This design comes from an exercise in tuning for small area on the open sky130 flow, not from production work. Only simulation tests tie the RTL to the original design; equivalence was not proved.

==> flow/design.v <==
module motor1stab(clk, rst,
m1in, m2in, m3in, m4in, ch6ratio, ch3ratio,
m1ratio,m2ratio,m3ratio,m4ratio);
input [10:0] m1in, m2in, m3in, m4in,  ch6ratio, ch3ratio;
input clk,rst;
output [10:0] m1ratio,m2ratio,m3ratio,m4ratio;
localparam P0 = 3'b000,   
           P1 = 3'b001,   
           AA = 3'b010,   
           AB = 3'b011,   
           WF = 3'b100,   
           WS = 3'b101,   
           GB = 3'b110;   
localparam [16:0] LFSR_END = 17'h151ae;
reg [2:0] ph;
reg [16:0] lfsr;
reg sec2;
reg [10:0] a1, a2, a3, a4;    
reg [10:0] b1, b2, b3, b4;    
reg [10:0] r1, r2, r3, r4;    
wire first = (ph == WF);
wire [10:0] x1 = first ? a1 : b1;
wire [10:0] x2 = first ? a2 : b2;
wire neq = (m1in != x1) || (m2in != x2);
always @(posedge clk or negedge rst)
if (!rst) begin
	ph <= P0;
	lfsr <= 17'd0;
	sec2 <= 1'b0;
end else begin
	lfsr <= {lfsr[15:0], ~(lfsr[16] ^ lfsr[13])};
	if (lfsr == LFSR_END) sec2 <= 1'b1;
	case (ph)
	P0: ph <= P1;
	P1: ph <= WF;
	WF: ph <= (neq || sec2) ? GB : WS;
	WS: ph <= neq ? GB : WS;
	GB: ph <= AA;
	AA: ph <= AB;
	AB: ph <= WF;
	default: ph <= P0;
	endcase
end
wire cap_a = ph[2] | ~ph[1];    
wire adj   = ~ph[2] & ph[1];
always @(posedge clk) begin
	if (cap_a) begin
		a1 <= m1in; a2 <= m2in; a3 <= m3in; a4 <= m4in;
	end
	if (first) begin
		b1 <= a1; b2 <= a2; b3 <= a3; b4 <= a4;
	end
end
wire gt1, gt2, gt3, gt4;
wire [10:0] d1, d2, d3, d4;
wire [11:0] cp, cp3;
wire [4:0] w0, w1, w2, w3, w4;
wire t1 = ch6ratio[3] ^ ch6ratio[0];
wire t2 = ch6ratio[3] & ch6ratio[0];
wire t3 = ch6ratio[4] ^ ch6ratio[1] ^ t2;
wire t4 = (ch6ratio[4] & ch6ratio[1]) | (t2 & (ch6ratio[4] ^ ch6ratio[1]));
wire t5 = ch6ratio[5] ^ ch6ratio[2] ^ ch6ratio[0];
wire t6 = (ch6ratio[5] & ch6ratio[2]) | (ch6ratio[0] & (ch6ratio[5] ^ ch6ratio[2]));
wire t7 = t5 ^ t4;
wire t8 = t5 & t4;
wire t9 = ch6ratio[6] ^ ch6ratio[3] ^ ch6ratio[1];
wire t10 = (ch6ratio[6] & ch6ratio[3]) | (ch6ratio[1] & (ch6ratio[6] ^ ch6ratio[3]));
wire t11 = t6 ^ t9 ^ t8;
wire t12 = (t6 & t9) | (t8 & (t6 ^ t9));
wire t13 = ch6ratio[7] ^ ch6ratio[4] ^ ch6ratio[2];
wire t14 = (ch6ratio[7] & ch6ratio[4]) | (ch6ratio[2] & (ch6ratio[7] ^ ch6ratio[4]));
wire t15 = t10 ^ t13 ^ t12;
wire t16 = (t10 & t13) | (t12 & (t10 ^ t13));
wire t17 = ch6ratio[8] ^ ch6ratio[5] ^ ch6ratio[3];
wire t18 = (ch6ratio[8] & ch6ratio[5]) | (ch6ratio[3] & (ch6ratio[8] ^ ch6ratio[5]));
wire t19 = t14 ^ t17 ^ t16;
wire t20 = (t14 & t17) | (t16 & (t14 ^ t17));
wire t21 = ch6ratio[9] ^ ch6ratio[6] ^ ch6ratio[4];
wire t22 = (ch6ratio[9] & ch6ratio[6]) | (ch6ratio[4] & (ch6ratio[9] ^ ch6ratio[6]));
wire t23 = t18 ^ t21 ^ t20;
wire t24 = (t18 & t21) | (t20 & (t18 ^ t21));
wire t25 = ch6ratio[10] ^ ch6ratio[7] ^ ch6ratio[5];
wire t26 = (ch6ratio[10] & ch6ratio[7]) | (ch6ratio[5] & (ch6ratio[10] ^ ch6ratio[7]));
wire t27 = ch6ratio[0] ^ t22 ^ t25;
wire t28 = (ch6ratio[0] & t22) | (t25 & (ch6ratio[0] ^ t22));
wire t29 = t27 ^ t24;
wire t30 = t27 & t24;
wire t31 = ch6ratio[8] ^ ch6ratio[6] ^ ch6ratio[1];
wire t32 = t26 ^ t31 ^ t28;
wire t33 = t32 ^ t30;
wire t34 = ch6ratio[0] ^ ch6ratio[1];
wire t35 = ch6ratio[0] & ch6ratio[1];
wire t36 = ch6ratio[1] ^ ch6ratio[2] ^ t35;
wire t37 = (ch6ratio[1] & ch6ratio[2]) | (t35 & (ch6ratio[1] ^ ch6ratio[2]));
wire t38 = ch6ratio[2] ^ t1 ^ t37;
wire t39 = (ch6ratio[2] & t1) | (t37 & (ch6ratio[2] ^ t1));
wire t40 = t1 ^ t3 ^ t39;
wire t41 = (t1 & t3) | (t39 & (t1 ^ t3));
wire t42 = t3 ^ t7 ^ t41;
wire t43 = (t3 & t7) | (t41 & (t3 ^ t7));
wire t44 = t7 ^ t11 ^ t43;
wire t45 = (t7 & t11) | (t43 & (t7 ^ t11));
wire t46 = t11 ^ t15 ^ t45;
wire t47 = (t11 & t15) | (t45 & (t11 ^ t15));
wire t48 = t15 ^ t19 ^ t47;
wire t49 = (t15 & t19) | (t47 & (t15 ^ t19));
wire t50 = t19 ^ t23 ^ t49;
wire t51 = (t19 & t23) | (t49 & (t19 ^ t23));
wire t52 = t23 ^ t29 ^ t51;
wire t53 = (t23 & t29) | (t51 & (t23 ^ t29));
wire t54 = t29 ^ t33 ^ t53;
wire t55 = ch6ratio[0] ^ ch6ratio[5] ^ ch6ratio[7];
wire t56 = (ch6ratio[0] & ch6ratio[5]) | (ch6ratio[7] & (ch6ratio[0] ^ ch6ratio[5]));
wire t57 = ch6ratio[1] ^ ch6ratio[5] ^ ch6ratio[6];
wire t58 = (ch6ratio[1] & ch6ratio[5]) | (ch6ratio[6] & (ch6ratio[1] ^ ch6ratio[5]));
wire t59 = ch6ratio[7] ^ ch6ratio[8] ^ t56;
wire t60 = (ch6ratio[7] & ch6ratio[8]) | (t56 & (ch6ratio[7] ^ ch6ratio[8]));
wire t61 = t57 ^ t59;
wire t62 = t57 & t59;
wire t63 = ch6ratio[2] ^ ch6ratio[5] ^ ch6ratio[6];
wire t64 = (ch6ratio[2] & ch6ratio[5]) | (ch6ratio[6] & (ch6ratio[2] ^ ch6ratio[5]));
wire t65 = ch6ratio[8] ^ ch6ratio[9] ^ t58;
wire t66 = (ch6ratio[8] & ch6ratio[9]) | (t58 & (ch6ratio[8] ^ ch6ratio[9]));
wire t67 = t63 ^ t60 ^ t65;
wire t68 = (t63 & t60) | (t65 & (t63 ^ t60));
wire t69 = t62 ^ t67;
wire t70 = t62 & t67;
wire t71 = ch6ratio[3] ^ ch6ratio[6] ^ ch6ratio[9];
wire t72 = (ch6ratio[3] & ch6ratio[6]) | (ch6ratio[9] & (ch6ratio[3] ^ ch6ratio[6]));
wire t73 = ch6ratio[10] ^ t64 ^ t71;
wire t74 = (ch6ratio[10] & t64) | (t71 & (ch6ratio[10] ^ t64));
wire t75 = t66 ^ t73 ^ t68;
wire t76 = (t66 & t73) | (t68 & (t66 ^ t73));
wire t77 = t70 ^ t75;
wire t78 = t70 & t75;
wire t79 = ch6ratio[4] ^ ch6ratio[10] ^ t72;
wire t80 = (ch6ratio[4] & ch6ratio[10]) | (t72 & (ch6ratio[4] ^ ch6ratio[10]));
wire t81 = t74 ^ t79 ^ t76;
wire t82 = (t74 & t79) | (t76 & (t74 ^ t79));
wire t83 = t78 ^ t81;
wire t84 = t78 & t81;
wire t85 = t80 ^ t82 ^ t84;
wire t86 = (t80 & t82) | (t84 & (t80 ^ t82));
wire t87 = t86 | (t85 & t83 & (t77 | t69 | t61));
wire t88 = t87 & ~t61;
wire t89 = t87 & t61;
wire t90 = t69 ^ t88;
wire t91 = t69 & t88;
wire t92 = t77 ^ t88 ^ t91;
wire t93 = (t77 & t88) | (t91 & (t77 ^ t88));
wire t94 = t89 | t93;
wire t95 = t83 ^ t94;
wire t96 = t83 & t94;
wire t97 = t85 ^ t96;
wire t98 = t61 ^ t87;
wire t99 = t97 | (t95 & t92 & (t90 | t98 | t55));
wire t100 = t99 & ~t55;
wire t101 = t99 & t55;
wire t102 = t98 ^ t100;
wire t103 = t98 & t100;
wire t104 = t90 ^ t100 ^ t103;
wire t105 = (t90 & t100) | (t103 & (t90 ^ t100));
wire t106 = t101 | t105;
wire t107 = t92 ^ t106;
wire t108 = t92 & t106;
wire t109 = t95 ^ t108;
wire t110 = t55 ^ t99;
wire t111 = t109 | (t107 & t104 & (t102 | t110 | 1'b0));
wire t112 = t111 & ~1'b0;
wire t113 = t111 & 1'b0;
wire t114 = t110 ^ t112;
wire t115 = t110 & t112;
wire t116 = t102 ^ t112 ^ t115;
wire t117 = (t102 & t112) | (t115 & (t102 ^ t112));
wire t118 = t113 | t117;
wire t119 = t104 ^ t118;
wire t120 = t104 & t118;
wire t121 = t107 ^ t120;
wire t122 = 1'b0 ^ t111;
wire t123 = t121 | (t119 & t116 & (t114 | t122 | 1'b0));
wire t124 = t123 & ~1'b0;
wire t125 = t123 & 1'b0;
wire t126 = t122 ^ t124;
wire t127 = t122 & t124;
wire t128 = t114 ^ t124 ^ t127;
wire t129 = (t114 & t124) | (t127 & (t114 ^ t124));
wire t130 = t125 | t129;
wire t131 = t116 ^ t130;
wire t132 = t116 & t130;
wire t133 = t119 ^ t132;
wire t134 = 1'b0 ^ t123;
wire t135 = t133 | (t131 & t128 & (t126 | t134 | 1'b0));
wire t136 = t135 & ~1'b0;
wire t137 = t135 & 1'b0;
wire t138 = t134 ^ t136;
wire t139 = t134 & t136;
wire t140 = t126 ^ t136 ^ t139;
wire t141 = (t126 & t136) | (t139 & (t126 ^ t136));
wire t142 = t137 | t141;
wire t143 = t128 ^ t142;
wire t144 = t128 & t142;
wire t145 = t131 ^ t144;
wire t146 = 1'b0 ^ t135;
wire t147 = t145 | (t143 & t140 & (t138 | t146 | 1'b0));
wire t148 = t147 & ~1'b0;
wire t149 = t147 & 1'b0;
wire t150 = t146 ^ t148;
wire t151 = t146 & t148;
wire t152 = t138 ^ t148 ^ t151;
wire t153 = (t138 & t148) | (t151 & (t138 ^ t148));
wire t154 = t149 | t153;
wire t155 = t140 ^ t154;
wire t156 = t140 & t154;
wire t157 = t143 ^ t156;
wire t158 = 1'b0 ^ t147;
wire t159 = a1[0] ^ a2[0] ^ a3[0];
wire t160 = (a1[0] & a2[0]) | (a3[0] & (a1[0] ^ a2[0]));
wire t161 = a4[0] ^ t159;
wire t162 = a4[0] & t159;
wire t163 = a1[1] ^ a2[1] ^ a3[1];
wire t164 = (a1[1] & a2[1]) | (a3[1] & (a1[1] ^ a2[1]));
wire t165 = a4[1] ^ t160 ^ t163;
wire t166 = (a4[1] & t160) | (t163 & (a4[1] ^ t160));
wire t167 = t162 ^ t165;
wire t168 = t162 & t165;
wire t169 = a1[2] ^ a2[2] ^ a3[2];
wire t170 = (a1[2] & a2[2]) | (a3[2] & (a1[2] ^ a2[2]));
wire t171 = a4[2] ^ t164 ^ t169;
wire t172 = (a4[2] & t164) | (t169 & (a4[2] ^ t164));
wire t173 = t166 ^ t171 ^ t168;
wire t174 = (t166 & t171) | (t168 & (t166 ^ t171));
wire t175 = a1[3] ^ a2[3] ^ a3[3];
wire t176 = (a1[3] & a2[3]) | (a3[3] & (a1[3] ^ a2[3]));
wire t177 = a4[3] ^ t170 ^ t175;
wire t178 = (a4[3] & t170) | (t175 & (a4[3] ^ t170));
wire t179 = t172 ^ t177 ^ t174;
wire t180 = (t172 & t177) | (t174 & (t172 ^ t177));
wire t181 = a1[4] ^ a2[4] ^ a3[4];
wire t182 = (a1[4] & a2[4]) | (a3[4] & (a1[4] ^ a2[4]));
wire t183 = a4[4] ^ t176 ^ t181;
wire t184 = (a4[4] & t176) | (t181 & (a4[4] ^ t176));
wire t185 = t178 ^ t183 ^ t180;
wire t186 = (t178 & t183) | (t180 & (t178 ^ t183));
wire t187 = a1[5] ^ a2[5] ^ a3[5];
wire t188 = (a1[5] & a2[5]) | (a3[5] & (a1[5] ^ a2[5]));
wire t189 = a4[5] ^ t182 ^ t187;
wire t190 = (a4[5] & t182) | (t187 & (a4[5] ^ t182));
wire t191 = t184 ^ t189 ^ t186;
wire t192 = (t184 & t189) | (t186 & (t184 ^ t189));
wire t193 = a1[6] ^ a2[6] ^ a3[6];
wire t194 = (a1[6] & a2[6]) | (a3[6] & (a1[6] ^ a2[6]));
wire t195 = a4[6] ^ t188 ^ t193;
wire t196 = (a4[6] & t188) | (t193 & (a4[6] ^ t188));
wire t197 = t190 ^ t195 ^ t192;
wire t198 = (t190 & t195) | (t192 & (t190 ^ t195));
wire t199 = a1[7] ^ a2[7] ^ a3[7];
wire t200 = (a1[7] & a2[7]) | (a3[7] & (a1[7] ^ a2[7]));
wire t201 = a4[7] ^ t194 ^ t199;
wire t202 = (a4[7] & t194) | (t199 & (a4[7] ^ t194));
wire t203 = t196 ^ t201 ^ t198;
wire t204 = (t196 & t201) | (t198 & (t196 ^ t201));
wire t205 = a1[8] ^ a2[8] ^ a3[8];
wire t206 = (a1[8] & a2[8]) | (a3[8] & (a1[8] ^ a2[8]));
wire t207 = a4[8] ^ t200 ^ t205;
wire t208 = (a4[8] & t200) | (t205 & (a4[8] ^ t200));
wire t209 = t202 ^ t207 ^ t204;
wire t210 = (t202 & t207) | (t204 & (t202 ^ t207));
wire t211 = a1[9] ^ a2[9] ^ a3[9];
wire t212 = (a1[9] & a2[9]) | (a3[9] & (a1[9] ^ a2[9]));
wire t213 = a4[9] ^ t206 ^ t211;
wire t214 = (a4[9] & t206) | (t211 & (a4[9] ^ t206));
wire t215 = t208 ^ t213 ^ t210;
wire t216 = (t208 & t213) | (t210 & (t208 ^ t213));
wire t217 = a1[10] ^ a2[10] ^ a3[10];
wire t218 = (a1[10] & a2[10]) | (a3[10] & (a1[10] ^ a2[10]));
wire t219 = a4[10] ^ t212 ^ t217;
wire t220 = (a4[10] & t212) | (t217 & (a4[10] ^ t212));
wire t221 = t214 ^ t219 ^ t216;
wire t222 = (t214 & t219) | (t216 & (t214 ^ t219));
wire t223 = t218 ^ t220 ^ t222;
wire t224 = (t218 & t220) | (t222 & (t218 ^ t220));
wire t225 = (a1[0] & ~t173) | (a1[0] & 1'b0) | (~t173 & 1'b0);
wire t226 = (a1[1] & ~t179) | (a1[1] & t225) | (~t179 & t225);
wire t227 = (a1[2] & ~t185) | (a1[2] & t226) | (~t185 & t226);
wire t228 = (a1[3] & ~t191) | (a1[3] & t227) | (~t191 & t227);
wire t229 = (a1[4] & ~t197) | (a1[4] & t228) | (~t197 & t228);
wire t230 = (a1[5] & ~t203) | (a1[5] & t229) | (~t203 & t229);
wire t231 = (a1[6] & ~t209) | (a1[6] & t230) | (~t209 & t230);
wire t232 = (a1[7] & ~t215) | (a1[7] & t231) | (~t215 & t231);
wire t233 = (a1[8] & ~t221) | (a1[8] & t232) | (~t221 & t232);
wire t234 = (a1[9] & ~t223) | (a1[9] & t233) | (~t223 & t233);
wire t235 = (a1[10] & ~t224) | (a1[10] & t234) | (~t224 & t234);
assign gt1 = t235;
wire t236 = (a2[0] & ~t173) | (a2[0] & 1'b0) | (~t173 & 1'b0);
wire t237 = (a2[1] & ~t179) | (a2[1] & t236) | (~t179 & t236);
wire t238 = (a2[2] & ~t185) | (a2[2] & t237) | (~t185 & t237);
wire t239 = (a2[3] & ~t191) | (a2[3] & t238) | (~t191 & t238);
wire t240 = (a2[4] & ~t197) | (a2[4] & t239) | (~t197 & t239);
wire t241 = (a2[5] & ~t203) | (a2[5] & t240) | (~t203 & t240);
wire t242 = (a2[6] & ~t209) | (a2[6] & t241) | (~t209 & t241);
wire t243 = (a2[7] & ~t215) | (a2[7] & t242) | (~t215 & t242);
wire t244 = (a2[8] & ~t221) | (a2[8] & t243) | (~t221 & t243);
wire t245 = (a2[9] & ~t223) | (a2[9] & t244) | (~t223 & t244);
wire t246 = (a2[10] & ~t224) | (a2[10] & t245) | (~t224 & t245);
assign gt2 = t246;
wire t247 = (a3[0] & ~t173) | (a3[0] & 1'b0) | (~t173 & 1'b0);
wire t248 = (a3[1] & ~t179) | (a3[1] & t247) | (~t179 & t247);
wire t249 = (a3[2] & ~t185) | (a3[2] & t248) | (~t185 & t248);
wire t250 = (a3[3] & ~t191) | (a3[3] & t249) | (~t191 & t249);
wire t251 = (a3[4] & ~t197) | (a3[4] & t250) | (~t197 & t250);
wire t252 = (a3[5] & ~t203) | (a3[5] & t251) | (~t203 & t251);
wire t253 = (a3[6] & ~t209) | (a3[6] & t252) | (~t209 & t252);
wire t254 = (a3[7] & ~t215) | (a3[7] & t253) | (~t215 & t253);
wire t255 = (a3[8] & ~t221) | (a3[8] & t254) | (~t221 & t254);
wire t256 = (a3[9] & ~t223) | (a3[9] & t255) | (~t223 & t255);
wire t257 = (a3[10] & ~t224) | (a3[10] & t256) | (~t224 & t256);
assign gt3 = t257;
wire t258 = (a4[0] & ~t173) | (a4[0] & 1'b0) | (~t173 & 1'b0);
wire t259 = (a4[1] & ~t179) | (a4[1] & t258) | (~t179 & t258);
wire t260 = (a4[2] & ~t185) | (a4[2] & t259) | (~t185 & t259);
wire t261 = (a4[3] & ~t191) | (a4[3] & t260) | (~t191 & t260);
wire t262 = (a4[4] & ~t197) | (a4[4] & t261) | (~t197 & t261);
wire t263 = (a4[5] & ~t203) | (a4[5] & t262) | (~t203 & t262);
wire t264 = (a4[6] & ~t209) | (a4[6] & t263) | (~t209 & t263);
wire t265 = (a4[7] & ~t215) | (a4[7] & t264) | (~t215 & t264);
wire t266 = (a4[8] & ~t221) | (a4[8] & t265) | (~t221 & t265);
wire t267 = (a4[9] & ~t223) | (a4[9] & t266) | (~t223 & t266);
wire t268 = (a4[10] & ~t224) | (a4[10] & t267) | (~t224 & t267);
assign gt4 = t268;
wire t269 = ~a1[0];
wire t270 = ~a1[1];
wire t271 = ~a1[2];
wire t272 = ~a1[3];
wire t273 = ~a1[4];
wire t274 = ~a1[5];
wire t275 = ~a1[6];
wire t276 = ~a1[7];
wire t277 = ~a1[8];
wire t278 = ~a1[9];
wire t279 = ~a1[10];
wire t280 = ~(b1[0] ^ t269);
wire t281 = b1[0] | t269;
wire t282 = b1[1] ^ t270 ^ t281;
wire t283 = (b1[1] & t270) | (t281 & (b1[1] ^ t270));
wire t284 = b1[2] ^ t271 ^ t283;
wire t285 = (b1[2] & t271) | (t283 & (b1[2] ^ t271));
wire t286 = b1[3] ^ t272 ^ t285;
wire t287 = (b1[3] & t272) | (t285 & (b1[3] ^ t272));
wire t288 = b1[4] ^ t273 ^ t287;
wire t289 = (b1[4] & t273) | (t287 & (b1[4] ^ t273));
wire t290 = b1[5] ^ t274 ^ t289;
wire t291 = (b1[5] & t274) | (t289 & (b1[5] ^ t274));
wire t292 = b1[6] ^ t275 ^ t291;
wire t293 = (b1[6] & t275) | (t291 & (b1[6] ^ t275));
wire t294 = b1[7] ^ t276 ^ t293;
wire t295 = (b1[7] & t276) | (t293 & (b1[7] ^ t276));
wire t296 = b1[8] ^ t277 ^ t295;
wire t297 = (b1[8] & t277) | (t295 & (b1[8] ^ t277));
wire t298 = b1[9] ^ t278 ^ t297;
wire t299 = (b1[9] & t278) | (t297 & (b1[9] ^ t278));
wire t300 = b1[10] ^ t279 ^ t299;
assign d1 = {t300, t298, t296, t294, t292, t290, t288, t286, t284, t282, t280};
wire t301 = ~a2[0];
wire t302 = ~a2[1];
wire t303 = ~a2[2];
wire t304 = ~a2[3];
wire t305 = ~a2[4];
wire t306 = ~a2[5];
wire t307 = ~a2[6];
wire t308 = ~a2[7];
wire t309 = ~a2[8];
wire t310 = ~a2[9];
wire t311 = ~a2[10];
wire t312 = ~(b2[0] ^ t301);
wire t313 = b2[0] | t301;
wire t314 = b2[1] ^ t302 ^ t313;
wire t315 = (b2[1] & t302) | (t313 & (b2[1] ^ t302));
wire t316 = b2[2] ^ t303 ^ t315;
wire t317 = (b2[2] & t303) | (t315 & (b2[2] ^ t303));
wire t318 = b2[3] ^ t304 ^ t317;
wire t319 = (b2[3] & t304) | (t317 & (b2[3] ^ t304));
wire t320 = b2[4] ^ t305 ^ t319;
wire t321 = (b2[4] & t305) | (t319 & (b2[4] ^ t305));
wire t322 = b2[5] ^ t306 ^ t321;
wire t323 = (b2[5] & t306) | (t321 & (b2[5] ^ t306));
wire t324 = b2[6] ^ t307 ^ t323;
wire t325 = (b2[6] & t307) | (t323 & (b2[6] ^ t307));
wire t326 = b2[7] ^ t308 ^ t325;
wire t327 = (b2[7] & t308) | (t325 & (b2[7] ^ t308));
wire t328 = b2[8] ^ t309 ^ t327;
wire t329 = (b2[8] & t309) | (t327 & (b2[8] ^ t309));
wire t330 = b2[9] ^ t310 ^ t329;
wire t331 = (b2[9] & t310) | (t329 & (b2[9] ^ t310));
wire t332 = b2[10] ^ t311 ^ t331;
assign d2 = {t332, t330, t328, t326, t324, t322, t320, t318, t316, t314, t312};
wire t333 = ~a3[0];
wire t334 = ~a3[1];
wire t335 = ~a3[2];
wire t336 = ~a3[3];
wire t337 = ~a3[4];
wire t338 = ~a3[5];
wire t339 = ~a3[6];
wire t340 = ~a3[7];
wire t341 = ~a3[8];
wire t342 = ~a3[9];
wire t343 = ~a3[10];
wire t344 = ~(b3[0] ^ t333);
wire t345 = b3[0] | t333;
wire t346 = b3[1] ^ t334 ^ t345;
wire t347 = (b3[1] & t334) | (t345 & (b3[1] ^ t334));
wire t348 = b3[2] ^ t335 ^ t347;
wire t349 = (b3[2] & t335) | (t347 & (b3[2] ^ t335));
wire t350 = b3[3] ^ t336 ^ t349;
wire t351 = (b3[3] & t336) | (t349 & (b3[3] ^ t336));
wire t352 = b3[4] ^ t337 ^ t351;
wire t353 = (b3[4] & t337) | (t351 & (b3[4] ^ t337));
wire t354 = b3[5] ^ t338 ^ t353;
wire t355 = (b3[5] & t338) | (t353 & (b3[5] ^ t338));
wire t356 = b3[6] ^ t339 ^ t355;
wire t357 = (b3[6] & t339) | (t355 & (b3[6] ^ t339));
wire t358 = b3[7] ^ t340 ^ t357;
wire t359 = (b3[7] & t340) | (t357 & (b3[7] ^ t340));
wire t360 = b3[8] ^ t341 ^ t359;
wire t361 = (b3[8] & t341) | (t359 & (b3[8] ^ t341));
wire t362 = b3[9] ^ t342 ^ t361;
wire t363 = (b3[9] & t342) | (t361 & (b3[9] ^ t342));
wire t364 = b3[10] ^ t343 ^ t363;
assign d3 = {t364, t362, t360, t358, t356, t354, t352, t350, t348, t346, t344};
wire t365 = ~a4[0];
wire t366 = ~a4[1];
wire t367 = ~a4[2];
wire t368 = ~a4[3];
wire t369 = ~a4[4];
wire t370 = ~a4[5];
wire t371 = ~a4[6];
wire t372 = ~a4[7];
wire t373 = ~a4[8];
wire t374 = ~a4[9];
wire t375 = ~a4[10];
wire t376 = ~(b4[0] ^ t365);
wire t377 = b4[0] | t365;
wire t378 = b4[1] ^ t366 ^ t377;
wire t379 = (b4[1] & t366) | (t377 & (b4[1] ^ t366));
wire t380 = b4[2] ^ t367 ^ t379;
wire t381 = (b4[2] & t367) | (t379 & (b4[2] ^ t367));
wire t382 = b4[3] ^ t368 ^ t381;
wire t383 = (b4[3] & t368) | (t381 & (b4[3] ^ t368));
wire t384 = b4[4] ^ t369 ^ t383;
wire t385 = (b4[4] & t369) | (t383 & (b4[4] ^ t369));
wire t386 = b4[5] ^ t370 ^ t385;
wire t387 = (b4[5] & t370) | (t385 & (b4[5] ^ t370));
wire t388 = b4[6] ^ t371 ^ t387;
wire t389 = (b4[6] & t371) | (t387 & (b4[6] ^ t371));
wire t390 = b4[7] ^ t372 ^ t389;
wire t391 = (b4[7] & t372) | (t389 & (b4[7] ^ t372));
wire t392 = b4[8] ^ t373 ^ t391;
wire t393 = (b4[8] & t373) | (t391 & (b4[8] ^ t373));
wire t394 = b4[9] ^ t374 ^ t393;
wire t395 = (b4[9] & t374) | (t393 & (b4[9] ^ t374));
wire t396 = b4[10] ^ t375 ^ t395;
assign d4 = {t396, t394, t392, t390, t388, t386, t384, t382, t380, t378, t376};
assign cp = {t33, t29, t23, t19, t15, t11, t7, t3, t1, ch6ratio[2], ch6ratio[1], ch6ratio[0]};
assign cp3 = {t54, t52, t50, t48, t46, t44, t42, t40, t38, t36, t34, ch6ratio[0]};
assign w0 = {t109, t107, t104, t102, t110};
assign w1 = {t121, t119, t116, t114, t122};
assign w2 = {t133, t131, t128, t126, t134};
assign w3 = {t145, t143, t140, t138, t146};
assign w4 = {t157, t155, t152, t150, t158};
wire act1 = gt1 & (|d1);
wire act2 = gt2 & (|d2);
wire act3 = gt3 & (|d3);
wire act4 = gt4 & (|d4);
wire s12 = act1 & act2;
wire [10:0] u1d = act1 ? d1 : d2;
wire [10:0] u2d = s12 ? d2 : d3;
wire [10:0] u3d = act4 ? d4 : d3;
wire [10:0] u1m = act1 ? m1in : m2in;
wire [10:0] u2m = s12 ? m2in : m3in;
wire [10:0] u3m = act4 ? m4in : m3in;
wire [10:0] u1o, u2o, u3o;
dunit u1 (.d(u1d), .m(u1m), .cp(cp), .cp3(cp3), .w0(w0), .w1(w1), .w2(w2), .w3(w3), .w4(w4), .c0(ch6ratio[0]), .o(u1o));
dunit u2 (.d(u2d), .m(u2m), .cp(cp), .cp3(cp3), .w0(w0), .w1(w1), .w2(w2), .w3(w3), .w4(w4), .c0(ch6ratio[0]), .o(u2o));
dunit u3 (.d(u3d), .m(u3m), .cp(cp), .cp3(cp3), .w0(w0), .w1(w1), .w2(w2), .w3(w3), .w4(w4), .c0(ch6ratio[0]), .o(u3o));
wire [10:0] o1 = u1o;
wire [10:0] o2 = act1 ? u2o : u1o;
wire [10:0] o3 = s12 ? u3o : u2o;
wire [10:0] o4 = u3o;
wire off = ch3ratio < 11'd50;
wire [10:0] n1 = off ? 11'd0 : act1 ? o1 : m1in;
wire [10:0] n2 = off ? 11'd0 : act2 ? o2 : m2in;
wire [10:0] n3 = off ? 11'd0 : act3 ? o3 : m3in;
wire [10:0] n4 = off ? 11'd0 : act4 ? o4 : m4in;
assign m1ratio = adj ? n1 : r1;
assign m2ratio = adj ? n2 : r2;
assign m3ratio = adj ? n3 : r3;
assign m4ratio = adj ? n4 : r4;
always @(posedge clk or negedge rst)
if (!rst) begin
	r1 <= 11'd0; r2 <= 11'd0; r3 <= 11'd0; r4 <= 11'd0;
end else begin
	r1 <= m1ratio; r2 <= m2ratio; r3 <= m3ratio; r4 <= m4ratio;
end
endmodule
module dunit(d, m, cp, cp3, w0, w1, w2, w3, w4, c0, o);
input [10:0] d;
input [10:0] m;
input [11:0] cp;
input [11:0] cp3;
input [4:0] w0;
input [4:0] w1;
input [4:0] w2;
input [4:0] w3;
input [4:0] w4;
input [0:0] c0;
output [10:0] o;
wire n1 = d[0] ^ d[5] ^ d[7];
wire n2 = (d[0] & d[5]) | (d[7] & (d[0] ^ d[5]));
wire n3 = d[1] ^ d[5] ^ d[6];
wire n4 = (d[1] & d[5]) | (d[6] & (d[1] ^ d[5]));
wire n5 = d[7] ^ d[8] ^ n2;
wire n6 = (d[7] & d[8]) | (n2 & (d[7] ^ d[8]));
wire n7 = n3 ^ n5;
wire n8 = n3 & n5;
wire n9 = d[2] ^ d[5] ^ d[6];
wire n10 = (d[2] & d[5]) | (d[6] & (d[2] ^ d[5]));
wire n11 = d[8] ^ d[9] ^ n4;
wire n12 = (d[8] & d[9]) | (n4 & (d[8] ^ d[9]));
wire n13 = n9 ^ n6 ^ n11;
wire n14 = (n9 & n6) | (n11 & (n9 ^ n6));
wire n15 = n8 ^ n13;
wire n16 = n8 & n13;
wire n17 = d[3] ^ d[6] ^ d[9];
wire n18 = (d[3] & d[6]) | (d[9] & (d[3] ^ d[6]));
wire n19 = d[10] ^ n10 ^ n17;
wire n20 = (d[10] & n10) | (n17 & (d[10] ^ n10));
wire n21 = n12 ^ n19 ^ n14;
wire n22 = (n12 & n19) | (n14 & (n12 ^ n19));
wire n23 = n16 ^ n21;
wire n24 = n16 & n21;
wire n25 = d[4] ^ d[10] ^ n18;
wire n26 = (d[4] & d[10]) | (n18 & (d[4] ^ d[10]));
wire n27 = n20 ^ n25 ^ n22;
wire n28 = (n20 & n25) | (n22 & (n20 ^ n25));
wire n29 = n24 ^ n27;
wire n30 = n24 & n27;
wire n31 = n26 ^ n28 ^ n30;
wire n32 = (n26 & n28) | (n30 & (n26 ^ n28));
wire n33 = n32 | (n31 & n29 & (n23 | n15 | n7));
wire n34 = n33 & ~n7;
wire n35 = n33 & n7;
wire n36 = n15 ^ n34;
wire n37 = n15 & n34;
wire n38 = n23 ^ n34 ^ n37;
wire n39 = (n23 & n34) | (n37 & (n23 ^ n34));
wire n40 = n35 | n39;
wire n41 = n29 ^ n40;
wire n42 = n29 & n40;
wire n43 = n31 ^ n42;
wire n44 = n7 ^ n33;
wire n45 = n43 | (n41 & n38 & (n36 | n44 | n1));
wire n46 = n45 & ~n1;
wire n47 = n45 & n1;
wire n48 = n44 ^ n46;
wire n49 = n44 & n46;
wire n50 = n36 ^ n46 ^ n49;
wire n51 = (n36 & n46) | (n49 & (n36 ^ n46));
wire n52 = n47 | n51;
wire n53 = n38 ^ n52;
wire n54 = n38 & n52;
wire n55 = n41 ^ n54;
wire n56 = n1 ^ n45;
wire n57 = n56 & w0[0];
wire n58 = n56 & w0[1];
wire n59 = n56 & w0[2];
wire n60 = n56 & w0[3];
wire n61 = n56 & w0[4];
wire n62 = n48 & w1[0];
wire n63 = n48 & w1[1];
wire n64 = n48 & w1[2];
wire n65 = n48 & w1[3];
wire n66 = n48 & w1[4];
wire n67 = n50 & w2[0];
wire n68 = n50 & w2[1];
wire n69 = n50 & w2[2];
wire n70 = n50 & w2[3];
wire n71 = n50 & w2[4];
wire n72 = n53 & w3[0];
wire n73 = n53 & w3[1];
wire n74 = n53 & w3[2];
wire n75 = n53 & w3[3];
wire n76 = n53 & w3[4];
wire n77 = n55 & w4[0];
wire n78 = n55 & w4[1];
wire n79 = n55 & w4[2];
wire n80 = n55 & w4[3];
wire n81 = n55 & w4[4];
wire n82 = n57 ^ n62 ^ n67;
wire n83 = (n57 & n62) | (n67 & (n57 ^ n62));
wire n84 = n72 ^ n77 ^ n82;
wire n85 = (n72 & n77) | (n82 & (n72 ^ n77));
wire n86 = n58 ^ n63 ^ n68;
wire n87 = (n58 & n63) | (n68 & (n58 ^ n63));
wire n88 = n73 ^ n78 ^ n83;
wire n89 = (n73 & n78) | (n83 & (n73 ^ n78));
wire n90 = n86 ^ n85 ^ n88;
wire n91 = (n86 & n85) | (n88 & (n86 ^ n85));
wire n92 = n59 ^ n64 ^ n69;
wire n93 = (n59 & n64) | (n69 & (n59 ^ n64));
wire n94 = n74 ^ n79 ^ n87;
wire n95 = (n74 & n79) | (n87 & (n74 ^ n79));
wire n96 = n92 ^ n89 ^ n94;
wire n97 = (n92 & n89) | (n94 & (n92 ^ n89));
wire n98 = n91 ^ n96;
wire n99 = n91 & n96;
wire n100 = n60 ^ n65 ^ n70;
wire n101 = (n60 & n65) | (n70 & (n60 ^ n65));
wire n102 = n75 ^ n80 ^ n93;
wire n103 = (n75 & n80) | (n93 & (n75 ^ n80));
wire n104 = n100 ^ n95 ^ n102;
wire n105 = (n100 & n95) | (n102 & (n100 ^ n95));
wire n106 = n97 ^ n104 ^ n99;
wire n107 = (n97 & n104) | (n99 & (n97 ^ n104));
wire n108 = n61 ^ n66 ^ n71;
wire n109 = (n61 & n66) | (n71 & (n61 ^ n66));
wire n110 = n76 ^ n81 ^ n101;
wire n111 = (n76 & n81) | (n101 & (n76 ^ n81));
wire n112 = n108 ^ n103 ^ n110;
wire n113 = (n108 & n103) | (n110 & (n108 ^ n103));
wire n114 = n105 ^ n112 ^ n107;
wire n115 = (n105 & n112) | (n107 & (n105 ^ n112));
wire n116 = n109 ^ n111 ^ n113;
wire n117 = (n109 & n111) | (n113 & (n109 ^ n111));
wire n118 = n116 ^ n115;
wire n119 = n116 & n115;
wire n120 = n117 ^ n119;
wire n121 = n120 | (n118 & n114 & (n106 | n98 | n90));
wire n122 = n121 & ~n90;
wire n123 = n121 & n90;
wire n124 = n98 ^ n122;
wire n125 = n98 & n122;
wire n126 = n106 ^ n122 ^ n125;
wire n127 = (n106 & n122) | (n125 & (n106 ^ n122));
wire n128 = n123 | n127;
wire n129 = n114 ^ n128;
wire n130 = n114 & n128;
wire n131 = n118 ^ n130;
wire n132 = n90 ^ n121;
wire n133 = n131 | (n129 & n126 & (n124 | n132 | n84));
wire n134 = n133 & ~n84;
wire n135 = n133 & n84;
wire n136 = n132 ^ n134;
wire n137 = n132 & n134;
wire n138 = n124 ^ n134 ^ n137;
wire n139 = (n124 & n134) | (n137 & (n124 ^ n134));
wire n140 = n135 | n139;
wire n141 = n126 ^ n140;
wire n142 = n126 & n140;
wire n143 = n129 ^ n142;
wire n144 = n84 ^ n133;
wire n145 = (d[0] & c0) ^ n144;
wire n146 = (1'b0 & ~d[0] & ~d[1] & ~d[2]) | (~1'b0 & d[0] & ~d[1] & ~d[2]) | (1'b0 & ~d[0] & d[1] & d[2]) | (~1'b0 & d[0] & d[1] & d[2]);
wire n147 = (1'b0 & d[0] & ~d[1] & ~d[2]) | (~1'b0 & ~d[0] & d[1] & ~d[2]) | (1'b0 & d[0] & ~d[1] & d[2]) | (~1'b0 & ~d[0] & d[1] & d[2]);
wire n148 = (1'b0 & ~d[0] & d[1] & ~d[2]) | (~1'b0 & d[0] & d[1] & ~d[2]) | (1'b0 & ~d[0] & ~d[1] & d[2]) | (~1'b0 & d[0] & ~d[1] & d[2]);
wire n149 = (1'b0 & d[0] & d[1] & ~d[2]) | (~1'b0 & ~d[0] & ~d[1] & d[2]);
wire n150 = (1'b0 & ~d[0] & ~d[1] & ~d[2]) | (~1'b0 & d[0] & ~d[1] & ~d[2]) | (1'b0 & d[0] & ~d[1] & ~d[2]) | (~1'b0 & ~d[0] & d[1] & ~d[2]) | (1'b0 & ~d[0] & d[1] & ~d[2]) | (~1'b0 & d[0] & d[1] & ~d[2]) | (1'b0 & d[0] & d[1] & ~d[2]);
wire n151 = (d[2] & ~d[3] & ~d[4] & ~d[5]) | (~d[2] & d[3] & ~d[4] & ~d[5]) | (d[2] & ~d[3] & d[4] & d[5]) | (~d[2] & d[3] & d[4] & d[5]);
wire n152 = (d[2] & d[3] & ~d[4] & ~d[5]) | (~d[2] & ~d[3] & d[4] & ~d[5]) | (d[2] & d[3] & ~d[4] & d[5]) | (~d[2] & ~d[3] & d[4] & d[5]);
wire n153 = (d[2] & ~d[3] & d[4] & ~d[5]) | (~d[2] & d[3] & d[4] & ~d[5]) | (d[2] & ~d[3] & ~d[4] & d[5]) | (~d[2] & d[3] & ~d[4] & d[5]);
wire n154 = (d[2] & d[3] & d[4] & ~d[5]) | (~d[2] & ~d[3] & ~d[4] & d[5]);
wire n155 = (d[2] & ~d[3] & ~d[4] & ~d[5]) | (~d[2] & d[3] & ~d[4] & ~d[5]) | (d[2] & d[3] & ~d[4] & ~d[5]) | (~d[2] & ~d[3] & d[4] & ~d[5]) | (d[2] & ~d[3] & d[4] & ~d[5]) | (~d[2] & d[3] & d[4] & ~d[5]) | (d[2] & d[3] & d[4] & ~d[5]);
wire n156 = (d[5] & ~d[6] & ~d[7] & ~d[8]) | (~d[5] & d[6] & ~d[7] & ~d[8]) | (d[5] & ~d[6] & d[7] & d[8]) | (~d[5] & d[6] & d[7] & d[8]);
wire n157 = (d[5] & d[6] & ~d[7] & ~d[8]) | (~d[5] & ~d[6] & d[7] & ~d[8]) | (d[5] & d[6] & ~d[7] & d[8]) | (~d[5] & ~d[6] & d[7] & d[8]);
wire n158 = (d[5] & ~d[6] & d[7] & ~d[8]) | (~d[5] & d[6] & d[7] & ~d[8]) | (d[5] & ~d[6] & ~d[7] & d[8]) | (~d[5] & d[6] & ~d[7] & d[8]);
wire n159 = (d[5] & d[6] & d[7] & ~d[8]) | (~d[5] & ~d[6] & ~d[7] & d[8]);
wire n160 = (d[5] & ~d[6] & ~d[7] & ~d[8]) | (~d[5] & d[6] & ~d[7] & ~d[8]) | (d[5] & d[6] & ~d[7] & ~d[8]) | (~d[5] & ~d[6] & d[7] & ~d[8]) | (d[5] & ~d[6] & d[7] & ~d[8]) | (~d[5] & d[6] & d[7] & ~d[8]) | (d[5] & d[6] & d[7] & ~d[8]);
wire n161 = (d[8] & ~d[9] & ~d[10] & ~1'b0) | (~d[8] & d[9] & ~d[10] & ~1'b0) | (d[8] & ~d[9] & d[10] & 1'b0) | (~d[8] & d[9] & d[10] & 1'b0);
wire n162 = (d[8] & d[9] & ~d[10] & ~1'b0) | (~d[8] & ~d[9] & d[10] & ~1'b0) | (d[8] & d[9] & ~d[10] & 1'b0) | (~d[8] & ~d[9] & d[10] & 1'b0);
wire n163 = (d[8] & ~d[9] & d[10] & ~1'b0) | (~d[8] & d[9] & d[10] & ~1'b0) | (d[8] & ~d[9] & ~d[10] & 1'b0) | (~d[8] & d[9] & ~d[10] & 1'b0);
wire n164 = (d[8] & d[9] & d[10] & ~1'b0) | (~d[8] & ~d[9] & ~d[10] & 1'b0);
wire n165 = (d[8] & ~d[9] & ~d[10] & ~1'b0) | (~d[8] & d[9] & ~d[10] & ~1'b0) | (d[8] & d[9] & ~d[10] & ~1'b0) | (~d[8] & ~d[9] & d[10] & ~1'b0) | (d[8] & ~d[9] & d[10] & ~1'b0) | (~d[8] & d[9] & d[10] & ~1'b0) | (d[8] & d[9] & d[10] & ~1'b0);
wire n166 = ((n146 & cp[0]) | (n148 & cp3[0])) ^ n150;
wire n167 = ((n146 & cp[1]) | (n147 & cp[0]) | (n148 & cp3[1])) ^ n150;
wire n168 = ((n146 & cp[2]) | (n147 & cp[1]) | (n148 & cp3[2]) | (n149 & cp[0])) ^ n150;
wire n169 = ((n146 & cp[3]) | (n147 & cp[2]) | (n148 & cp3[3]) | (n149 & cp[1])) ^ n150;
wire n170 = ((n146 & cp[4]) | (n147 & cp[3]) | (n148 & cp3[4]) | (n149 & cp[2])) ^ n150;
wire n171 = ((n146 & cp[5]) | (n147 & cp[4]) | (n148 & cp3[5]) | (n149 & cp[3])) ^ n150;
wire n172 = ((n146 & cp[6]) | (n147 & cp[5]) | (n148 & cp3[6]) | (n149 & cp[4])) ^ n150;
wire n173 = ((n146 & cp[7]) | (n147 & cp[6]) | (n148 & cp3[7]) | (n149 & cp[5])) ^ n150;
wire n174 = ((n146 & cp[8]) | (n147 & cp[7]) | (n148 & cp3[8]) | (n149 & cp[6])) ^ n150;
wire n175 = ((n146 & cp[9]) | (n147 & cp[8]) | (n148 & cp3[9]) | (n149 & cp[7])) ^ n150;
wire n176 = ((n146 & cp[10]) | (n147 & cp[9]) | (n148 & cp3[10]) | (n149 & cp[8])) ^ n150;
wire n177 = ((n146 & cp[11]) | (n147 & cp[10]) | (n148 & cp3[11]) | (n149 & cp[9])) ^ n150;
wire n178 = ((n151 & cp[0]) | (n153 & cp3[0])) ^ n155;
wire n179 = ((n151 & cp[1]) | (n152 & cp[0]) | (n153 & cp3[1])) ^ n155;
wire n180 = ((n151 & cp[2]) | (n152 & cp[1]) | (n153 & cp3[2]) | (n154 & cp[0])) ^ n155;
wire n181 = ((n151 & cp[3]) | (n152 & cp[2]) | (n153 & cp3[3]) | (n154 & cp[1])) ^ n155;
wire n182 = ((n151 & cp[4]) | (n152 & cp[3]) | (n153 & cp3[4]) | (n154 & cp[2])) ^ n155;
wire n183 = ((n151 & cp[5]) | (n152 & cp[4]) | (n153 & cp3[5]) | (n154 & cp[3])) ^ n155;
wire n184 = ((n151 & cp[6]) | (n152 & cp[5]) | (n153 & cp3[6]) | (n154 & cp[4])) ^ n155;
wire n185 = ((n151 & cp[7]) | (n152 & cp[6]) | (n153 & cp3[7]) | (n154 & cp[5])) ^ n155;
wire n186 = ((n151 & cp[8]) | (n152 & cp[7]) | (n153 & cp3[8]) | (n154 & cp[6])) ^ n155;
wire n187 = ((n156 & cp[0]) | (n158 & cp3[0])) ^ n160;
wire n188 = ((n156 & cp[1]) | (n157 & cp[0]) | (n158 & cp3[1])) ^ n160;
wire n189 = ((n156 & cp[2]) | (n157 & cp[1]) | (n158 & cp3[2]) | (n159 & cp[0])) ^ n160;
wire n190 = ((n156 & cp[3]) | (n157 & cp[2]) | (n158 & cp3[3]) | (n159 & cp[1])) ^ n160;
wire n191 = ((n156 & cp[4]) | (n157 & cp[3]) | (n158 & cp3[4]) | (n159 & cp[2])) ^ n160;
wire n192 = ((n156 & cp[5]) | (n157 & cp[4]) | (n158 & cp3[5]) | (n159 & cp[3])) ^ n160;
wire n193 = ((n161 & cp[0]) | (n163 & cp3[0])) ^ n165;
wire n194 = ((n161 & cp[1]) | (n162 & cp[0]) | (n163 & cp3[1])) ^ n165;
wire n195 = ((n161 & cp[2]) | (n162 & cp[1]) | (n163 & cp3[2]) | (n164 & cp[0])) ^ n165;
wire n196 = n144 ^ n145 ^ n166;
wire n197 = (n144 & n145) | (n166 & (n144 ^ n145));
wire n198 = n150 ^ n196;
wire n199 = n150 & n196;
wire n200 = m[0] ^ n136 ^ n167;
wire n201 = (m[0] & n136) | (n167 & (m[0] ^ n136));
wire n202 = n197 ^ n200 ^ n199;
wire n203 = (n197 & n200) | (n199 & (n197 ^ n200));
wire n204 = m[1] ^ n138 ^ n168;
wire n205 = (m[1] & n138) | (n168 & (m[1] ^ n138));
wire n206 = n201 ^ n204 ^ n203;
wire n207 = (n201 & n204) | (n203 & (n201 ^ n204));
wire n208 = m[2] ^ n141 ^ n144;
wire n209 = (m[2] & n141) | (n144 & (m[2] ^ n141));
wire n210 = n169 ^ n178 ^ n155;
wire n211 = (n169 & n178) | (n155 & (n169 ^ n178));
wire n212 = n205 ^ n208 ^ n210;
wire n213 = (n205 & n208) | (n210 & (n205 ^ n208));
wire n214 = n212 ^ n207;
wire n215 = n212 & n207;
wire n216 = m[3] ^ n143 ^ n136;
wire n217 = (m[3] & n143) | (n136 & (m[3] ^ n143));
wire n218 = n170 ^ n179 ^ n209;
wire n219 = (n170 & n179) | (n209 & (n170 ^ n179));
wire n220 = n211 ^ n216 ^ n213;
wire n221 = (n211 & n216) | (n213 & (n211 ^ n216));
wire n222 = n218 ^ n220 ^ n215;
wire n223 = (n218 & n220) | (n215 & (n218 ^ n220));
wire n224 = m[4] ^ n138 ^ n144;
wire n225 = (m[4] & n138) | (n144 & (m[4] ^ n138));
wire n226 = n171 ^ n180 ^ n217;
wire n227 = (n171 & n180) | (n217 & (n171 ^ n180));
wire n228 = n224 ^ n219 ^ n226;
wire n229 = (n224 & n219) | (n226 & (n224 ^ n219));
wire n230 = n221 ^ n228 ^ n223;
wire n231 = (n221 & n228) | (n223 & (n221 ^ n228));
wire n232 = m[5] ^ n141 ^ n136;
wire n233 = (m[5] & n141) | (n136 & (m[5] ^ n141));
wire n234 = n172 ^ n181 ^ n187;
wire n235 = (n172 & n181) | (n187 & (n172 ^ n181));
wire n236 = n160 ^ n225 ^ n232;
wire n237 = (n160 & n225) | (n232 & (n160 ^ n225));
wire n238 = n234 ^ n227 ^ n236;
wire n239 = (n234 & n227) | (n236 & (n234 ^ n227));
wire n240 = n229 ^ n238 ^ n231;
wire n241 = (n229 & n238) | (n231 & (n229 ^ n238));
wire n242 = m[6] ^ n143 ^ n138;
wire n243 = (m[6] & n143) | (n138 & (m[6] ^ n143));
wire n244 = n173 ^ n182 ^ n188;
wire n245 = (n173 & n182) | (n188 & (n173 ^ n182));
wire n246 = n233 ^ n235 ^ n242;
wire n247 = (n233 & n235) | (n242 & (n233 ^ n235));
wire n248 = n244 ^ n237 ^ n246;
wire n249 = (n244 & n237) | (n246 & (n244 ^ n237));
wire n250 = n239 ^ n248 ^ n241;
wire n251 = (n239 & n248) | (n241 & (n239 ^ n248));
wire n252 = m[7] ^ n141 ^ n174;
wire n253 = (m[7] & n141) | (n174 & (m[7] ^ n141));
wire n254 = n183 ^ n189 ^ n243;
wire n255 = (n183 & n189) | (n243 & (n183 ^ n189));
wire n256 = n245 ^ n252 ^ n247;
wire n257 = (n245 & n252) | (n247 & (n245 ^ n252));
wire n258 = n254 ^ n249 ^ n256;
wire n259 = (n254 & n249) | (n256 & (n254 ^ n249));
wire n260 = n258 ^ n251;
wire n261 = n258 & n251;
wire n262 = m[8] ^ n143 ^ n175;
wire n263 = (m[8] & n143) | (n175 & (m[8] ^ n143));
wire n264 = n184 ^ n190 ^ n193;
wire n265 = (n184 & n190) | (n193 & (n184 ^ n190));
wire n266 = n165 ^ n253 ^ n262;
wire n267 = (n165 & n253) | (n262 & (n165 ^ n253));
wire n268 = n264 ^ n255 ^ n266;
wire n269 = (n264 & n255) | (n266 & (n264 ^ n255));
wire n270 = n257 ^ n268 ^ n259;
wire n271 = (n257 & n268) | (n259 & (n257 ^ n268));
wire n272 = n270 ^ n261;
wire n273 = n270 & n261;
wire n274 = m[9] ^ n144 ^ n176;
wire n275 = (m[9] & n144) | (n176 & (m[9] ^ n144));
wire n276 = n185 ^ n191 ^ n194;
wire n277 = (n185 & n191) | (n194 & (n185 ^ n191));
wire n278 = n263 ^ n265 ^ n274;
wire n279 = (n263 & n265) | (n274 & (n263 ^ n265));
wire n280 = n276 ^ n267 ^ n278;
wire n281 = (n276 & n267) | (n278 & (n276 ^ n267));
wire n282 = n269 ^ n280 ^ n271;
wire n283 = (n269 & n280) | (n271 & (n269 ^ n280));
wire n284 = n282 ^ n273;
wire n285 = n282 & n273;
wire n286 = m[10] ^ n136 ^ n145;
wire n287 = n177 ^ n186 ^ n192;
wire n288 = n195 ^ n275 ^ n277;
wire n289 = n286 ^ n287 ^ n279;
wire n290 = n288 ^ n281 ^ n289;
wire n291 = n290 ^ n283 ^ n285;
assign o = {n291, n284, n272, n260, n250, n240, n230, n222, n214, n206, n202};
endmodule
==> flow/flow/run.sh <==
#!/bin/bash
# Own layout flow: the standard layout (standard.sh) with two changes: synthesis
# maps the logic with an area-oriented ABC script (flow/abc_area.script, used as
# ORFS's abc_area.script with ABC_AREA=1) instead of ORFS's speed script.
# Yosys's own steps, and so the registers, are those of the standard synthesis.
# The port buffers are sky130_fd_sc_hd__buf_1 cells.
set -euo pipefail
here=$(pwd)
rm -rf "$here/scripts_local"
cp -r "$FLOW_HOME/scripts" "$here/scripts_local"
cp "$here/flow/abc_area.script" "$here/scripts_local/abc_area.script"
bash standard.sh SCRIPTS_DIR="$here/scripts_local" ABC_AREA=1 synth > "$here/flow_synth.log" 2>&1
export BUFFER_PORTS_ARGS="-buffer_cell sky130_fd_sc_hd__buf_1"
bash standard.sh finish > "$here/flow_finish.log" 2>&1
==> flow/flow/abc_area.script <==
strash
dch -f
map -a
topo
==> flow/standard.sh <==
#!/bin/bash
# synth_recipe.tcl (not shown) runs the flow's synth.tcl, then flattens the netlist and writes it again
# the make line also repeats each setting of config.mk as NAME=value (left out here)
make -C /OpenROAD-flow-scripts/flow DESIGN_CONFIG=/design/flow/config.mk WORK_HOME=/design/flow/orfs CLKGATE_MAP_FILE= SYNTH_SCRIPT=/design/flow/synth_recipe.tcl "${@:-finish}"
==> flow/config.mk <==
export PLATFORM = sky130hd
export DESIGN_NAME = motor1stab
export DESIGN_NICKNAME = motor1stab
export VERILOG_FILES = /design/flow/design.v
export SDC_FILE = /design/flow/constraint.sdc
export NUM_CORES = 4
export LEC_CHECK = 0
export CAP_MARGIN = 20
export CORE_MARGIN = 2
export CORE_UTILIZATION = 40
export SLEW_MARGIN = 20
==> flow/constraint.sdc <==
create_clock -name core_clock -period 40.0 [get_ports {clk}]
set_input_delay 8.0000 -clock core_clock [delete_from_list [all_inputs] [get_ports {clk}]]
set_output_delay 8.0000 -clock core_clock [all_outputs]
set_load 0.01 [all_outputs]
==> results.json, run 1 <==
{
  "timing.setup.tns_ns": 0,
  "io_pins": 112,
  "avgSynthCellArea_um2": 9.12,
  "clk_latency_ns": 0.45,
  "initial_core_util": 0.406,
  "cap_violations": 0,
  "root_buffer": "clkbuf_16",
  "synth_fp_nets": 2741,
  "largest_reg_flops": 17,
  "setup_viol": 0,
  "dp_slack_ns": 1.06,
  "diodes": 0,
  "dr.first_iter.drc_count": 1444,
  "grt_pass1_vias": 17200,
  "die_w_um": 230,
  "port_buffers": 110,
  "grt_usage": 0.247,
  "drt_first_pass_iters": 6,
  "vias": 16600,
  "viasPerCell": 5.41,
  "critPathLaunchType": "input port",
  "status": "finished clean",
  "grt_antenna_before_repair": 0,
  "clock-sinks": 153,
  "drc": 0,
  "routabilityCongestion": 0.960,
  "min_period_ns": 38.75,
  "clockBufferDepth": 2,
  "async_flop_share": 0.425,
  "core_area_um2": 50200,
  "syn_inst": 2233,
  "yosys_warnings": 1,
  "slew_headroom": 0.201,
  "crit_type": "in2out",
  "dr_wl_met2_um": 31400,
  "top_layer": "met4",
  "clock_skew_ns": 0.0123,
  "hold_buffers": 0,
  "cts_buffers": 17,
  "cp.arrival_ns": 30.75,
  "dr_wl_met3_um": 3600,
  "cts_setup_buffers": 0,
  "drive_above_1_share": 0.0462,
  "num-fill-cells": 4924,
  "die_h_um": 230,
  "synth.most_common_cell": "clkinv_1",
  "cts_tree": "yes",
  "synth_common_cells": "470 x clkinv_1, 317 x fa_1, 253 x nand2_1",
  "timing.final.ws_setup_ns": 1.25,
  "ys_types": 41,
  "tightest_slew_ns": 1.19,
  "critPathMaxFanout": 6,
  "finalHoldViolCount": 0,
  "setup.worst_path.end_class": "output pin",
  "clock.fmax_mhz": 25.8,
  "post_drt_wl_per_cell_um": 20.6,
  "top_register": "lfsr",
  "synth_ff_type": "edfxtp_1",
  "yosys.area.top_type": "fa_1",
  "synthTopCellsByArea": "fa_1 31%, edfxtp_1 9.7%, clkinv_1 8.7%, dfrtp_1 8.0%, ha_1 7.6%",
  "period_share": 0.969,
  "drv_slew": 0,
  "rsz0062_at_grt": "no",
  "hold_ws_ns": 0.373,
  "crit_buf_inv": 17,
  "critPathTopFamily": "adder cells",
  "hp-class": "reg2reg",
  "cp.required_ns": 32.00,
  "dp_hpwl_um": 52400,
  "wl_met1_um": 26400,
  "yosysSeqAreaShare": 0.199,
  "dieArea_um2": 52700,
  "max_stage_delay_ns": 0.55,
  "crit_slowest_cell": "fa_1",
  "grt_pass1_wl_um": 99600,
  "grt_max_degree": 67,
  "num_rows": 82,
  "h-tree-depth": 4,
  "finalNetCount": 2897,
  "synth-edff-count": 66,
  "path_clk_slew_ns": 0.07,
  "grt_overflow": 0,
  "ant_nets": 0,
  "syn_area_um2": 20400,
  "syn_to_final_growth_pct": 10.2,
  "finalWirelength_um": 63400,
  "synth_top_area_share": 0.312,
  "cp_common_cell": "ha_1",
  "synth-seq-cells": 153
}
==> cell families (layout without fill, tap and decap cells) <==
logic type / after synthesis / count (layout) / share of synthesized area
buf+inv: 470 / 639 / 0.0866
mux: 6 / 6 / 0.00295
flops: 153 / 153 / 0.199
compound gates: 461 / 461 / 0.141
fa+ha+maj: 448 / 448 / 0.391
xor+xnor: 167 / 167 / 0.0718
simple gates: 528 / 528 / 0.108
==> placed cells by master (no fill, tap or decap), types with 12 or more instances in the layout <==
cell type	synthesis	layout
a21oi_1	77	77
a221oi_1	30	30
a22oi_1	65	65
and2_2	12	12
buf_1	0	109
buf_4	0	27
clkbuf_16	0	20
clkinv_1	470	469
dfrtp_1	65	65
dfxtp_1	22	22
edfxtp_1	66	66
fa_1	317	317
ha_1	123	123
nand2_1	253	253
nand3_1	16	16
nor2_1	183	179
nor3_1	16	16
o211ai_1	41	41
o21ai_0	174	171
o221ai_1	12	12
o22ai_1	30	30
or2_2	28	28
xnor2_1	46	46
xor2_1	121	120
==> cell type report <==
cell class | instances | area (µm²) | share of cell area
Tap cell | 672 | 841 | 0.0374
Inverter | 470 | 1770 | 0.0786
Multi-Input combinational cell | 1610 | 14600 | 0.650
Sequential cell | 153 | 4050 | 0.180
Clock inverter | 10 | 73.8 | 0.00329
Clock buffer | 22 | 508 | 0.0226
Timing Repair Buffer | 137 | 617 | 0.0275
==> final timing paths <==
path | startpoint | endpoint | slack (ns) | cells past startpoint
min in group asynchronous | rst | r3[3]$_DFF_PN0_ | 7.76 | 2
hold / removal | lfsr[11]$_DFF_PN0_ | lfsr[12]$_DFF_PN0_ | 0.37 | 0
max in group asynchronous | rst | r1[0]$_DFF_PN0_ | 31.59 | 2
setup reg to reg | a1[1]$_DFFE_PP_ | r2[10]$_DFF_PN0_ | 14.10 | 91
setup / recovery | ch6ratio[6] | m2ratio[10] | 1.25 | 89
hold reg to reg | lfsr[11]$_DFF_PN0_ | lfsr[12]$_DFF_PN0_ | 0.37 | 0
==> routing by layer <==
| layer | track usage | up-vias |
|---|---|---|
| li1 | - | 7599 |
| met1 | 0.322 | 8294 |
| met2 | 0.425 | 616 |
| met3 | 0.0284 | 106 |
| met4 | 0.0899 | 0 |
| met5 | 0 | - |
==> timing repair <==
| action | in CTS | in global routing |
|---|---|---|
| resized for setup | 0 | 1 |
| setup endpoints to repair | 0 | 4 |
| endpoints found under the hold margin | 0 | 0 |
==> worst reg2reg max path: cells and delay by family (launching register included) <==
family          cells  cell delay, ns
fa+ha+maj          51           17.60
buf+inv            18            2.89
compound gates     10            2.78
simple gates        9            1.27
xor+xnor            3            0.86
flops               1            0.41
==> stage by stage <==
stage | utilization | instances | cell area, µm²
2_1_floorplan | - | 2233 | 20400
5_1_grt | 0.448 | 3074 | 22500
3_3_place_gp | 0.436 | 3042 | 21900
4_1_cts | 0.447 | 3074 | 22400
6_report | 0.448 | 3074 | 22500
3_5_place_dp | 0.436 | 3042 | 21900
==> inputs of run 2 (changes only) <==
--- a/flow/config.mk
+++ b/flow/config.mk
@@ -9,3 +9,5 @@
 export CORE_MARGIN = 2
-export CORE_UTILIZATION = 40
+export CORE_UTILIZATION = 55
+export CTS_BUF_LIST = sky130_fd_sc_hd__clkbuf_8
+export CTS_CLUSTER_SIZE = 30
 export SLEW_MARGIN = 20
==> results.json, run 2 <==
{
  "max_stage_delay_ns": 0.55,
  "drv_slew": 0,
  "synth_top_area_share": 0.312,
  "grt_pass1_vias": 16800,
  "clock_skew_ns": 0.0189,
  "post_drt_wl_per_cell_um": 21.4,
  "avgSynthCellArea_um2": 9.12,
  "die_h_um": 196,
  "io_pins": 112,
  "hold_buffers": 0,
  "hold_end": "lfsr[1]$_DFF_PN0_",
  "top_register": "lfsr",
  "yosys.area_share.simple": 0.108,
  "min_from": "lfsr[0]$_DFF_PN0_",
  "synth_fa_ha_area_frac": 0.391,
  "critPathLaunchType": "input port",
  "utilization": 0.601,
  "period_share": 0.968,
  "root_buffer": "clkbuf_8",
  "min_period_ns": 38.73,
  "cp.required_ns": 32.00,
  "synth_common_cells": "470 x clkinv_1, 317 x fa_1, 253 x nand2_1",
  "crit_type": "in2out",
  "rsz0062_at_grt": "no",
  "num_rows": 70,
  "largest_reg_flops": 17,
  "rr_worst_depth": 91,
  "synth-edff-count": 66,
  "cts-resized-gates": 0,
  "grt_usage": 0.330,
  "finalNonFillerCells": 2866,
  "critPathMaxFanout": 6,
  "drt_first_pass_iters": 6,
  "layout_commonest_cell": "clkinv_1",
  "design_area_um2": 21900,
  "grt_overflow": 0,
  "status": "finished clean",
  "rrSetupSlack_ns": 14.43,
  "clock-sinks": 153,
  "synthTopCellsByArea": "fa_1 31%, edfxtp_1 9.7%, clkinv_1 8.7%, dfrtp_1 8.0%, ha_1 7.6%",
  "synth.area.mux_share": 0.00295,
  "dieArea_um2": 38600,
  "cap_violations": 0,
  "syn_inst": 2233,
  "ant_nets": 0,
  "initial_core_util": 0.558,
  "cts_buffers": 17,
  "vias": 16600,
  "yosysSeqAreaShare": 0.199,
  "holdPathStages": 0,
  "synth-seq-cells": 153,
  "cts_tree": "yes",
  "path_clk_slew_ns": 0.08,
  "timing.setup.tns_ns": 0,
  "cts_setup_buffers": 0,
  "synth_ff_type": "edfxtp_1",
  "synth_top_family_by_area": "adder cells",
  "tightest_slew_ns": 1.20,
  "yosys.area_share.xor_xnor": 0.0718,
  "setup.worst_path.end_class": "output pin",
  "h-tree-depth": 4,
  "port_buffers": 110,
  "dp_hpwl_um": 50600,
  "dr.first_iter.drc_count": 1379,
  "async_flop_share": 0.425,
  "viasPerCell": 5.80,
  "diodes": 0,
  "ys_types": 41,
  "syn_area_um2": 20400,
  "r2r-start": "a1[1]$_DFFE_PP_",
  "syn_to_final_growth_pct": 7.72,
  "finalNetCount": 2893,
  "grt_pass1_wl_um": 95400,
  "clockBufferDepth": 2,
  "mostFrequentLayoutCells": "471 x clkinv_1, 317 x fa_1, 253 x nand2_1",
  "crit_slowest_cell": "fa_1",
  "r2r-end": "r2[10]$_DFF_PN0_",
  "cp_common_cell": "ha_1",
  "yosys.area.top_type": "fa_1",
  "setup_viol": 0,
  "synth_fp_nets": 2741,
  "finalWirelength_um": 61300,
  "cp.arrival_ns": 30.73,
  "drive_above_1_share": 0.0438,
  "die_w_um": 196,
  "core_area_um2": 36500,
  "place_area_um2": 21600,
  "routabilityCongestion": 0.945,
  "yosys_warnings": 1,
  "synth_compound_area_frac": 0.141,
  "dp.cells": 2834,
  "clock.fmax_mhz": 25.8,
  "finalHoldViolCount": 0,
  "grt_max_degree": 67,
  "grt_antenna_before_repair": 0,
  "slew_headroom": 0.193,
  "clk_latency_ns": 0.49,
  "hp-class": "reg2reg",
  "synth.most_common_cell": "clkinv_1",
  "drc": 0
}
==> run 2: metrics by stage <==
| step | hold WS [ns] | setup WS, ns |
|---|---|---|
| finish | 0.382 | 1.27 |
| global route | 0.395 | 0.0449 |
| CTS | 0.384 | 1.12 |
| detailed placement | 0.361 | 1.17 |
| global placement | 0.358 | 1.52 |
| floorplan | 0.345 | 3.65 |
==> run 2: cells by family after synthesis <==
| logic type | Yosys count |
|---|---|
| AOI/OAI and AO/OA | 461 |
| buffers and inverters | 470 |
| DFF | 153 |
| and+or+nand+nor | 528 |
| muxes | 6 |
| xor gates and xnor gates | 167 |
| adders and majority gates | 448 |
==> run 2: layout make-up <==
class                           count  area [µm²]
Tap cell                          468         586
Clock inverter                     15         129
Timing Repair Buffer              133         587
Multi-Input combinational cell   1610       14600
Clock buffer                       17         234
Fill cell                        3343       14600
Sequential cell                   153        4050
Inverter                          470        1770
==> run 2: worst max-delay path, delay by kind of cell <==
family,cells,cell delay [ns]
fa+ha+maj,48,15.07
buf+inv,18,2.42
simple gates,14,2.27
xor+xnor,4,1.82
compound gates,7,1.13
==> run 2: metal layers <==
layer / track usage / vias up / wire [µm]
met5: 0 / - / 0
met3: 0.0282 / 122 / 3500
met2: 0.566 / 669 / 30400
li1: - / 7574 / -
met1: 0.435 / 8249 / 25000
met4: 0.132 / 0 / 2410
==> run 2: how the worst max path moves through the flow <==
stage	slack (ns)	from	endpoint	cells after the start
finish	1.27	ch6ratio[6]	m2ratio[10]	91
global route	0.04	ch6ratio[6]	m2ratio[10]	91
CTS	1.12	ch6ratio[6]	m3ratio[10]	91
detailed placement	1.17	ch6ratio[6]	m2ratio[10]	91
global placement	1.52	ch6ratio[6]	m2ratio[10]	91
floorplan	3.65	ch6ratio[3]	m3ratio[10]	86

==> separate check: timing with driven ports <==
The results above use ideal ports. As a check the final layouts listed here were re-extracted and re-timed, cells and wires unchanged.
Step 1, drivers: a clkbuf_16 drives clk and a buf_2 each remaining input, both assumed.
Step 2, shift: input delay + t, output delay - t, t = (earliest + latest rising clock arrival at the registers) / 2. This alone moves slack from input paths to output paths.
a / b / c = ideal ports / drivers / drivers and shift; a / b = the first two.
| run | shift t [ns] | slack for setup (ns) | hold slack, ns | clock arrival spread, ns | cell pins on the clock port's net |
|---|---|---|---|---|---|
| run 1 | 0.487 | 1.250 / 1.217 / 1.217 | 0.373 / 0.373 / 0.373 | 0.012 / 0.012 | 1 |
| run 2 | 0.522 | 1.269 / 1.246 / 1.246 | 0.382 / 0.382 / 0.382 | 0.018 / 0.019 | 1 |
After both steps setup and hold are still met in every run listed. For run 1, which loses most, drivers alone change the setup slack by -0.033 ns; drivers and shift together by -0.033 ns.
